Background: an optimization exercise with open tools, aiming at small area. Do not read the settings as production practice.
RTL that was checked went through simulation tests only; none was proved equivalent to the original.
No activity file was given, so power comes from the tool's default toggle rates.

==> flow/design.v <==
module rca #(parameter N = 8) (a, b, ci, s, co);
input  [N-1:0] a, b;
input          ci;
output [N-1:0] s;
output         co;
wire   [N:0]   c;
assign c[0] = ci;
genvar i;
generate for (i = 0; i < N; i = i + 1) begin : g
	assign s[i]   = a[i] ^ b[i] ^ c[i];
	assign c[i+1] = (a[i] & b[i]) | (c[i] & (a[i] ^ b[i]));
end endgenerate
assign co = c[N];
endmodule
module csa #(parameter N = 8) (a, b, c, s, cy);
input  [N-1:0] a, b, c;
output [N-1:0] s, cy;
assign s  = a ^ b ^ c;
assign cy = (a & b) | (c & (a ^ b));
endmodule
module inc #(parameter N = 8) (a, ci, s);
input  [N-1:0] a;
input          ci;
output [N-1:0] s;
wire   [N:0]   c;
assign c[0] = ci;
genvar i;
generate for (i = 0; i < N; i = i + 1) begin : g
	assign s[i]   = a[i] ^ c[i];
	assign c[i+1] = a[i] & c[i];
end endgenerate
endmodule
module ecg_tbase (clk, rst, spi, tick, tick_rise);
input  clk, rst;
output spi, tick, tick_rise;
reg [5:0] tb;
always @(posedge clk)
	if (rst) tb <= 6'd0;
	else     tb <= (tb == 6'd50) ? 6'd1 : tb + 6'd1;
assign spi  = (tb == 6'd10) | (tb == 6'd20) | (tb == 6'd30) |
              (tb == 6'd40) | (tb == 6'd50);
assign tick = (tb >= 6'd25) & (tb <= 6'd49);
assign tick_rise = (tb == 6'd25);
endmodule
module ecg_filt (clk, rst, sample_clk, adc_va, L);
input         clk, rst, sample_clk;
input  [13:0] adc_va;
output [19:0] L;
reg s_old;
wire ev = sample_clk & ~s_old;
reg  [19:0] Hb, Y, Lb, Mb;
reg  [10:0] Tb;
reg         hc;
wire [19:0] nvs = ~{{12{adc_va[13]}}, adc_va[13:6]};
wire [19:0] s1, c1, s2, c2;
csa #(20) u_h1 (.a(Y), .b(Hb), .c({adc_va, 6'b000001}), .s(s1), .cy(c1));
csa #(20) u_h2 (.a(s1), .b({c1[18:0], 1'b1}), .c(nvs), .s(s2), .cy(c2));
wire [13:0] Hn_lo;
wire [5:0]  Hn_hi;
wire        c14;
rca #(14) u_hlo (.a(s2[13:0]), .b({c2[12:0], 1'b0}), .ci(1'b0), .s(Hn_lo), .co(c14));
rca #(6)  u_hhi (.a(s2[19:14]), .b(c2[18:13]), .ci(1'b0), .s(Hn_hi), .co());
wire [5:0]  Hb_fix = Hb[19:14] - {5'd0, hc};
wire [19:0] Yn;
rca #(20) u_yn (.a(Y), .b({{11{Hb[19]}}, Hb[19:11]}), .ci(1'b1), .s(Yn), .co());
wire [13:0] z1, zc, Z;
csa #(14) u_z1 (.a(~{{2{Lb[19]}}, Lb[19:8]}), .b({{3{Tb[10]}}, Tb}), .c({{3{Hb[19]}}, Hb[19:9]}), .s(z1), .cy(zc));
rca #(14) u_z2 (.a(z1), .b({zc[12:0], 1'b1}), .ci(1'b1), .s(Z), .co());
wire [19:0] Mbn;
rca #(20) u_mn (.a(Lb), .b({{6{Z[13]}}, Z}), .ci(1'b0), .s(Mbn), .co());
assign L = ~Lb;
always @(posedge clk)
	if (rst) begin
		s_old <= 1'b0; hc <= 1'b0;
		Hb <= 20'hfffff; Y <= 20'd0;
		Lb <= 20'hfffff; Mb <= 20'hfffff; Tb <= 11'h7ff;
	end else begin
		s_old <= sample_clk;
		hc <= ev & c14;
		if (ev)
			Hb <= ~{Hn_hi, Hn_lo};
		else
			Hb[19:14] <= Hb_fix;
		if (ev) begin
			Y <= Yn;
			Lb <= Mb;
			Mb <= Mbn;
			Tb <= Hb[19:9];
		end
	end
endmodule
module ecg_beat (clk, rst, L, adc_vb, mono, bp);
input         clk, rst;
input  [19:0] L;
input  [13:0] adc_vb;
output        mono, bp;
wire [13:0] ca = {~L[19], L[18:6]};
wire [13:0] cb = {adc_vb[13], ~adc_vb[12:0]};
wire [14:0] cc;
assign cc[0] = |L[5:0];
genvar i;
generate for (i = 0; i < 14; i = i + 1) begin : g_cmp
	assign cc[i+1] = (ca[i] & cb[i]) | (cc[i] & (ca[i] | cb[i]));
end endgenerate
wire gt = cc[14];
reg overthr, ot_old, mono_old, bp;
reg  [12:0] mc;
wire mz   = (mc[11:0] == 12'd0);
wire trig = overthr & ~ot_old;
assign mono = mc[12] | ~mz;
always @(posedge clk)
	if (rst) begin
		overthr <= 1'b0; ot_old <= 1'b0; mono_old <= 1'b0;
		bp <= 1'b0; mc <= 13'd0;
	end else begin
		overthr <= gt;
		ot_old <= overthr;
		if (mz)
			mc <= trig ? 13'd3184 : 13'd0;
		else
			mc <= {mc[11:0], mc[12] ^ mc[3] ^ mc[2] ^ mc[0]};
		mono_old <= mono;
		if (mono & ~mono_old) bp <= ~bp;
	end
endmodule
module ecg_pcnt (clk, rst, clr, cedge, pc);
input         clk, rst, clr, cedge;
output [15:0] pc;
reg pend;
reg [7:0] c1, c2;
wire [7:0] c1n, c2n;
inc #(8) u_c1 (.a(c1), .ci(cedge), .s(c1n));
inc #(8) u_c2 (.a(c2), .ci(pend), .s(c2n));
always @(posedge clk)
	if (rst | clr) begin
		pend <= 1'b0; c1 <= 8'd0; c2 <= 8'd0;
	end else begin
		pend <= cedge & (&c1);
		c1 <= c1n;
		c2 <= c2n;
	end
assign pc = {c2, c1};
endmodule
module ecg_hrdiv (clk, rst, hev, pc, hr_bcd);
input         clk, rst, hev;
input  [15:0] pc;
output [11:0] hr_bcd;
reg [15:0] bper, mb;
reg [1:0]  qh, hh;
reg [3:0]  qt, qu, ht, hu;
reg        busy;
wire [15:0] mbx = hev ? ~16'd60000 : mb;
wire [15:0] dsum;
wire        brw;
rca #(16) u_div (.a(mbx), .b(bper), .ci(1'b0), .s(dsum), .co(brw));
wire [1:0] xh = hev ? 2'd0 : qh;
wire [3:0] xt = hev ? 4'd0 : qt;
wire [3:0] xu = hev ? 4'd0 : qu;
wire u9   = (xu == 4'd9);
wire t9   = (xt == 4'd9);
wire w255 = (xh == 2'd2) & (xt == 4'd5) & (xu == 4'd5);
wire act = hev | busy;
always @(posedge clk) begin
	if (hev) bper <= pc;
	mb <= dsum;
	busy <= act & ~brw;
	if (w255) begin
		qh <= 2'd0; qt <= 4'd0; qu <= 4'd0;
	end else begin
		qu <= u9 ? 4'd0 : xu + 4'd1;
		qt <= u9 ? (t9 ? 4'd0 : xt + 4'd1) : xt;
		qh <= (u9 & t9) ? xh + 2'd1 : xh;
	end
end
always @(posedge clk)
	if (rst) begin
		hh <= 2'd0; ht <= 4'd0; hu <= 4'd0;
	end else if (act & brw) begin
		hh <= xh; ht <= xt; hu <= xu;
	end
assign hr_bcd = {2'b00, hh, ht, hu};
endmodule
module ecg_hr (clk, rst, sample_clk, adc_va, adc_vb,
               spi_sck, dac_a, beat, led, hr_bcd);
input         clk;
input         rst;
input         sample_clk;
input  [13:0] adc_va;
input  [13:0] adc_vb;
output        spi_sck;
output [11:0] dac_a;
output        beat;
output [7:0]  led;
output [11:0] hr_bcd;
wire tick, tick_rise, mono, bp;
wire [19:0] L;
wire [15:0] pc;
ecg_tbase u_tb (.clk(clk), .rst(rst), .spi(spi_sck), .tick(tick), .tick_rise(tick_rise));
ecg_filt  u_f  (.clk(clk), .rst(rst), .sample_clk(sample_clk), .adc_va(adc_va), .L(L));
ecg_beat  u_b  (.clk(clk), .rst(rst), .L(L), .adc_vb(adc_vb), .mono(mono), .bp(bp));
reg nbp_old;
always @(posedge clk)
	if (rst) nbp_old <= 1'b0;
	else     nbp_old <= ~bp;
wire hev = ~bp & ~nbp_old;
wire cedge = bp & (tick_rise | (tick & nbp_old));
ecg_pcnt  u_pc (.clk(clk), .rst(rst), .clr(~mono & ~bp), .cedge(cedge), .pc(pc));
ecg_hrdiv u_hr (.clk(clk), .rst(rst), .hev(hev), .pc(pc), .hr_bcd(hr_bcd));
assign dac_a = {~L[19], L[18:8]};
assign beat  = mono;
assign led   = pc[9:2];
endmodule
export LEC_CHECK = 0
export CAP_MARGIN = 20
export CORE_MARGIN = 2
export CORE_UTILIZATION = 70
export PLACE_DENSITY = 0.8
export SLEW_MARGIN = 20
create_clock -name core_clock -period 10.0 [get_ports {clk}]
standard.sh (not shown) runs the stock make flow with config.mk's settings and CLKGATE_MAP_FILE= SYNTH_SCRIPT=/design/flow/synth_recipe.tcl, a recipe that flattens the netlist after the stock synthesis.
==> flow/flow/run.sh <==
#!/bin/bash
# Layout flow: the standard synthesis and layout, with small port buffers
# (buf_1) and a clock tree of clkbuf_4/clkbuf_8 cells without dummy loads.
set -euo pipefail
bash standard.sh synth > synth.log 2>&1
bash standard.sh \
  "BUFFER_PORTS_ARGS=-buffer_cell sky130_fd_sc_hd__buf_1" \
  "CTS_ARGS=-sink_clustering_enable -repair_clock_nets -dont_use_dummy_load -buf_list {sky130_fd_sc_hd__clkbuf_4 sky130_fd_sc_hd__clkbuf_8}" \
  finish > layout.log 2>&1
The first run passed the timing, design-rule and antenna checks.
Rerun with:
--- a/flow/design.v
+++ b/flow/design.v
@@ -45,13 +45,13 @@
 module ecg_filt (clk, rst, sample_clk, adc_va, L);
 input         clk, rst, sample_clk;
 input  [13:0] adc_va;
 output [19:0] L;
 reg s_old;
 wire ev = sample_clk & ~s_old;
-reg  [19:0] Hb, Y, Lb, Mb;
+reg  [19:0] Hb, Y, L, M;
 reg  [10:0] Tb;
 reg         hc;
 wire [19:0] nvs = ~{{12{adc_va[13]}}, adc_va[13:6]};
 wire [19:0] s1, c1, s2, c2;
 csa #(20) u_h1 (.a(Y), .b(Hb), .c({adc_va, 6'b000001}), .s(s1), .cy(c1));
 csa #(20) u_h2 (.a(s1), .b({c1[18:0], 1'b1}), .c(nvs), .s(s2), .cy(c2));
@@ -61,33 +61,32 @@
 rca #(14) u_hlo (.a(s2[13:0]), .b({c2[12:0], 1'b0}), .ci(1'b0), .s(Hn_lo), .co(c14));
 rca #(6)  u_hhi (.a(s2[19:14]), .b(c2[18:13]), .ci(1'b0), .s(Hn_hi), .co());
 wire [5:0]  Hb_fix = Hb[19:14] - {5'd0, hc};
 wire [19:0] Yn;
 rca #(20) u_yn (.a(Y), .b({{11{Hb[19]}}, Hb[19:11]}), .ci(1'b1), .s(Yn), .co());
 wire [13:0] z1, zc, Z;
-csa #(14) u_z1 (.a(~{{2{Lb[19]}}, Lb[19:8]}), .b({{3{Tb[10]}}, Tb}), .c({{3{Hb[19]}}, Hb[19:9]}), .s(z1), .cy(zc));
+csa #(14) u_z1 (.a({{2{L[19]}}, L[19:8]}), .b({{3{Tb[10]}}, Tb}), .c({{3{Hb[19]}}, Hb[19:9]}), .s(z1), .cy(zc));
 rca #(14) u_z2 (.a(z1), .b({zc[12:0], 1'b1}), .ci(1'b1), .s(Z), .co());
-wire [19:0] Mbn;
-rca #(20) u_mn (.a(Lb), .b({{6{Z[13]}}, Z}), .ci(1'b0), .s(Mbn), .co());
-assign L = ~Lb;
+wire [19:0] Mn;
+rca #(20) u_mn (.a(L), .b(~{{6{Z[13]}}, Z}), .ci(1'b1), .s(Mn), .co());
 always @(posedge clk)
 	if (rst) begin
 		s_old <= 1'b0; hc <= 1'b0;
 		Hb <= 20'hfffff; Y <= 20'd0;
-		Lb <= 20'hfffff; Mb <= 20'hfffff; Tb <= 11'h7ff;
+		L <= 20'd0; M <= 20'd0; Tb <= 11'h7ff;
 	end else begin
 		s_old <= sample_clk;
 		hc <= ev & c14;
 		if (ev)
 			Hb <= ~{Hn_hi, Hn_lo};
 		else
 			Hb[19:14] <= Hb_fix;
 		if (ev) begin
 			Y <= Yn;
-			Lb <= Mb;
-			Mb <= Mbn;
+			L <= M;
+			M <= Mn;
 			Tb <= Hb[19:9];
 		end
 	end
 endmodule
 module ecg_beat (clk, rst, L, adc_vb, mono, bp);
 input         clk, rst;
=> Power increases by 1.6%. Die area increases by 0.51%. Clock-buffer cell count is unchanged. Register-to-register slack gains 60 ps. Critical path depth decreases by 1. Via count increases by 2.6%. Synthesized cell count increases by 6.9%. Non-clock buffer count stays the same. Hold slack loses 7.9 ps. Worst setup slack gains 56 ps. Clock power increases by about 1%. Routed wire length decreases by 0.41%. Combinational power stays flat.
The RTL of the second run of this note was laid out without a check of its function.

---

Setup of rev 12:
ecg_hr, a different RTL version from the one above (not shown whole).
For scale: roughly 1100 cells after synthesis, roughly 190 flip-flops.
==> module ecg_filt, before the edit <==
module ecg_filt (clk, rst, sample_clk, adc_va, L);
input         clk, rst, sample_clk;
input  [13:0] adc_va;
output [19:0] L;
reg s_old;
wire ev = sample_clk & ~s_old;
wire [19:0] V   = {adc_va, 6'b0};
wire [19:0] nvs = ~{{12{adc_va[13]}}, adc_va[13:6]};
reg  [19:0] H, Y;
wire [19:0] ymh, hp_s, hp_c, Hn, Yn;
rca #(20) u_ymh (.a(Y), .b(~H), .ci(1'b1), .s(ymh), .co());
csa #(20) u_hcs (.a(ymh), .b(V), .c(nvs), .s(hp_s), .cy(hp_c));
rca #(20) u_hn  (.a(hp_s), .b({hp_c[18:0], 1'b1}), .ci(1'b0), .s(Hn), .co());
rca #(20) u_yn  (.a(Y), .b(~{{11{H[19]}}, H[19:11]}), .ci(1'b1), .s(Yn), .co());
reg  [19:0] L, M;
reg  [10:0] T;
wire [11:0] th;
wire [19:0] lp_s, lp_c, Mn;
rca #(12) u_th (.a({T[10], T}), .b({H[19], H[19:9]}), .ci(1'b0), .s(th), .co());
csa #(20) u_lcs (.a(L), .b(~{{8{L[19]}}, L[19:8]}), .c({{8{th[11]}}, th}), .s(lp_s), .cy(lp_c));
rca #(20) u_mn  (.a(lp_s), .b({lp_c[18:0], 1'b1}), .ci(1'b0), .s(Mn), .co());
always @(posedge clk)
	if (rst) begin
		s_old <= 1'b0;
		H <= 20'd0; Y <= 20'd0;
		L <= 20'd0; M <= 20'd0; T <= 11'd0;
	end else begin
		s_old <= sample_clk;
		if (ev) begin
			H <= Hn;
			Y <= Yn;
			L <= M;
			M <= Mn;
			T <= H[19:9];
		end
	end
endmodule
==> module ecg_beat, before the edit <==
module ecg_beat (clk, rst, L, adc_vb, mono, bp);
input         clk, rst;
input  [19:0] L;
input  [13:0] adc_vb;
output        mono, bp;
wire gt;
rca #(14) u_cmp (.a({~L[19], L[18:6]}), .b(~{~adc_vb[13], adc_vb[12:0]}), .ci(|L[5:0]), .s(), .co(gt));
reg overthr, ot_old, mono, mono_old, bp;
reg  [12:0] mc;
wire mz   = (mc == 13'd0);
wire mfb  = mc[12] ^ mc[3] ^ mc[2] ^ mc[0] ^ (mc[11:0] == 12'd0);
wire trig = overthr & ~ot_old;
always @(posedge clk)
	if (rst) begin
		overthr <= 1'b0; ot_old <= 1'b0; mono <= 1'b0; mono_old <= 1'b0;
		bp <= 1'b0; mc <= 13'd0;
	end else begin
		overthr <= gt;
		ot_old <= overthr;
		if (mz) begin
			mc <= trig ? 13'd6368 : 13'd0;
			mono <= trig;
		end else
			mc <= {mc[11:0], mfb};
		mono_old <= mono;
		if (mono & ~mono_old) bp <= ~bp;
	end
endmodule
clock: 10.0 ns
lec_check: 0
cap_margin: 20
core_margin: 2
core_utilization: 40
slew_margin: 20
run.sh (not shown) runs the stock make flow with config.mk's settings and CLKGATE_MAP_FILE= SYNTH_SCRIPT=/design/flow/synth_recipe.tcl, a recipe that flattens the netlist after the stock synthesis.
Stock flow here: none of the scripts above is used.
Setup changes, rev 12 to rev 13
==> flow/design.v, changed modules only <==
module ecg_filt (clk, rst, sample_clk, adc_va, L);
input         clk, rst, sample_clk;
input  [13:0] adc_va;
output [19:0] L;
reg s_old;
wire ev = sample_clk & ~s_old;
wire [19:0] V   = {adc_va, 6'b0};
wire [19:0] nvs = ~{{12{adc_va[13]}}, adc_va[13:6]};
reg  [19:0] H, Y;
reg         hc;
wire [19:0] ymh, hp_s, hp_c, Yn;
wire [13:0] Hn_lo;
wire [5:0]  Hn_hi, H_hi_inc;
wire        c14;
rca #(20) u_ymh (.a(Y), .b(~H), .ci(1'b1), .s(ymh), .co());
csa #(20) u_hcs (.a(ymh), .b(V), .c(nvs), .s(hp_s), .cy(hp_c));
rca #(14) u_hlo (.a(hp_s[13:0]), .b({hp_c[12:0], 1'b1}), .ci(1'b0), .s(Hn_lo), .co(c14));
rca #(6)  u_hhi (.a(hp_s[19:14]), .b(hp_c[18:13]), .ci(1'b0), .s(Hn_hi), .co());
inc #(6)  u_hfx (.a(H[19:14]), .ci(hc), .s(H_hi_inc));
rca #(20) u_yn  (.a(Y), .b(~{{11{H[19]}}, H[19:11]}), .ci(1'b1), .s(Yn), .co());
reg  [19:0] L, M;
reg  [10:0] T;
wire [11:0] th;
wire [19:0] lp_s, lp_c, Mn;
rca #(12) u_th (.a({T[10], T}), .b({H[19], H[19:9]}), .ci(1'b0), .s(th), .co());
csa #(20) u_lcs (.a(L), .b(~{{8{L[19]}}, L[19:8]}), .c({{8{th[11]}}, th}), .s(lp_s), .cy(lp_c));
rca #(20) u_mn  (.a(lp_s), .b({lp_c[18:0], 1'b1}), .ci(1'b0), .s(Mn), .co());
always @(posedge clk)
	if (rst) begin
		s_old <= 1'b0; hc <= 1'b0;
		H <= 20'd0; Y <= 20'd0;
		L <= 20'd0; M <= 20'd0; T <= 11'd0;
	end else begin
		s_old <= sample_clk;
		hc <= ev & c14;
		if (ev)
			H <= {Hn_hi, Hn_lo};
		else
			H[19:14] <= H_hi_inc;
		if (ev) begin
			Y <= Yn;
			L <= M;
			M <= Mn;
			T <= H[19:9];
		end
	end
endmodule
module ecg_beat (clk, rst, L, adc_vb, mono, bp);
input         clk, rst;
input  [19:0] L;
input  [13:0] adc_vb;
output        mono, bp;
wire [13:0] ca = {~L[19], L[18:6]};
wire [13:0] cb = {adc_vb[13], ~adc_vb[12:0]};
wire [14:0] cc;
assign cc[0] = |L[5:0];
genvar i;
generate for (i = 0; i < 14; i = i + 1) begin : g_cmp
	assign cc[i+1] = (ca[i] & cb[i]) | (cc[i] & (ca[i] | cb[i]));
end endgenerate
wire gt = cc[14];
reg overthr, ot_old, mono_old, bp;
reg  [12:0] mc;
wire mz   = (mc[11:0] == 12'd0);
wire trig = overthr & ~ot_old;
assign mono = mc[12] | ~mz;
always @(posedge clk)
	if (rst) begin
		overthr <= 1'b0; ot_old <= 1'b0; mono_old <= 1'b0;
		bp <= 1'b0; mc <= 13'd0;
	end else begin
		overthr <= gt;
		ot_old <= overthr;
		if (mz)
			mc <= trig ? 13'd3184 : 13'd0;
		else
			mc <= {mc[11:0], mc[12] ^ mc[3] ^ mc[2] ^ mc[0]};
		mono_old <= mono;
		if (mono & ~mono_old) bp <= ~bp;
	end
endmodule
[summary]
- Compared to rev 12, rev 13 leaves less free space in the core.
- [compare] base=rev 12 new=rev 13: latest clock arrival within the worst-skew pair closely matched the old numbers, achievable clock frequency increased by about 1.3% relative to the old numbers, number of max-capacitance violations reported closely matched the old numbers, die area closely matched the old numbers.
- Lower combinational logic power among rev 13 and rev 12: rev 12
- Compared with rev 12, rev 13 degrades power in the clock group.
- Rev 13 against rev 12: clock power share moved up; least setup slack across all paths after layout moved up; total power per unit cell area moved up.
- [rev 13] portion of the layout cell area used by clock cells rose 0.78 points relative to rev 12
- The estimated power of rev 13 ends up higher than the estimate for rev 12.
Only the layout flow was run in rev 13; the RTL was not checked for function there.

re-timing with driven ports:
How much do the figures lean on ideal ports? The routed layouts below were timed once more, with nothing changed but the port constraints.
Step 1 assumes that a clkbuf_16 drives the clock port and a buf_2 every other input.
Step 2, shift: input delay + t, output delay - t, t = (earliest + latest rising clock arrival at the registers) / 2. This alone moves slack from input paths to output paths.
Slacks: ideal ports / drivers / drivers and shift; pairs: ideal ports / drivers.
run	shift t [ns]	slack for setup (ns)	slew at the worst register clock pin (ns)	worst slew at a driven data input, ns	cell pins on the clock port's net
the first run of note 1	0.480	0.397 / 0.397 / 0.397	0.09 / 0.09	0.06	1
the second run of note 1	0.492	0.454 / 0.454 / 0.454	0.10 / 0.10	0.03	1
rev 12	0.476	0.286 / 0.307 / -0.169	0.08 / 0.08	0.04	1
rev 13	0.484	0.413 / 0.413 / 0.413	0.09 / 0.09	0.05	1
Met with ideal ports but missed after step 2: setup timing in rev 12. For rev 12, which loses most, drivers alone change the setup slack by +0.021 ns; drivers and shift together by -0.455 ns.
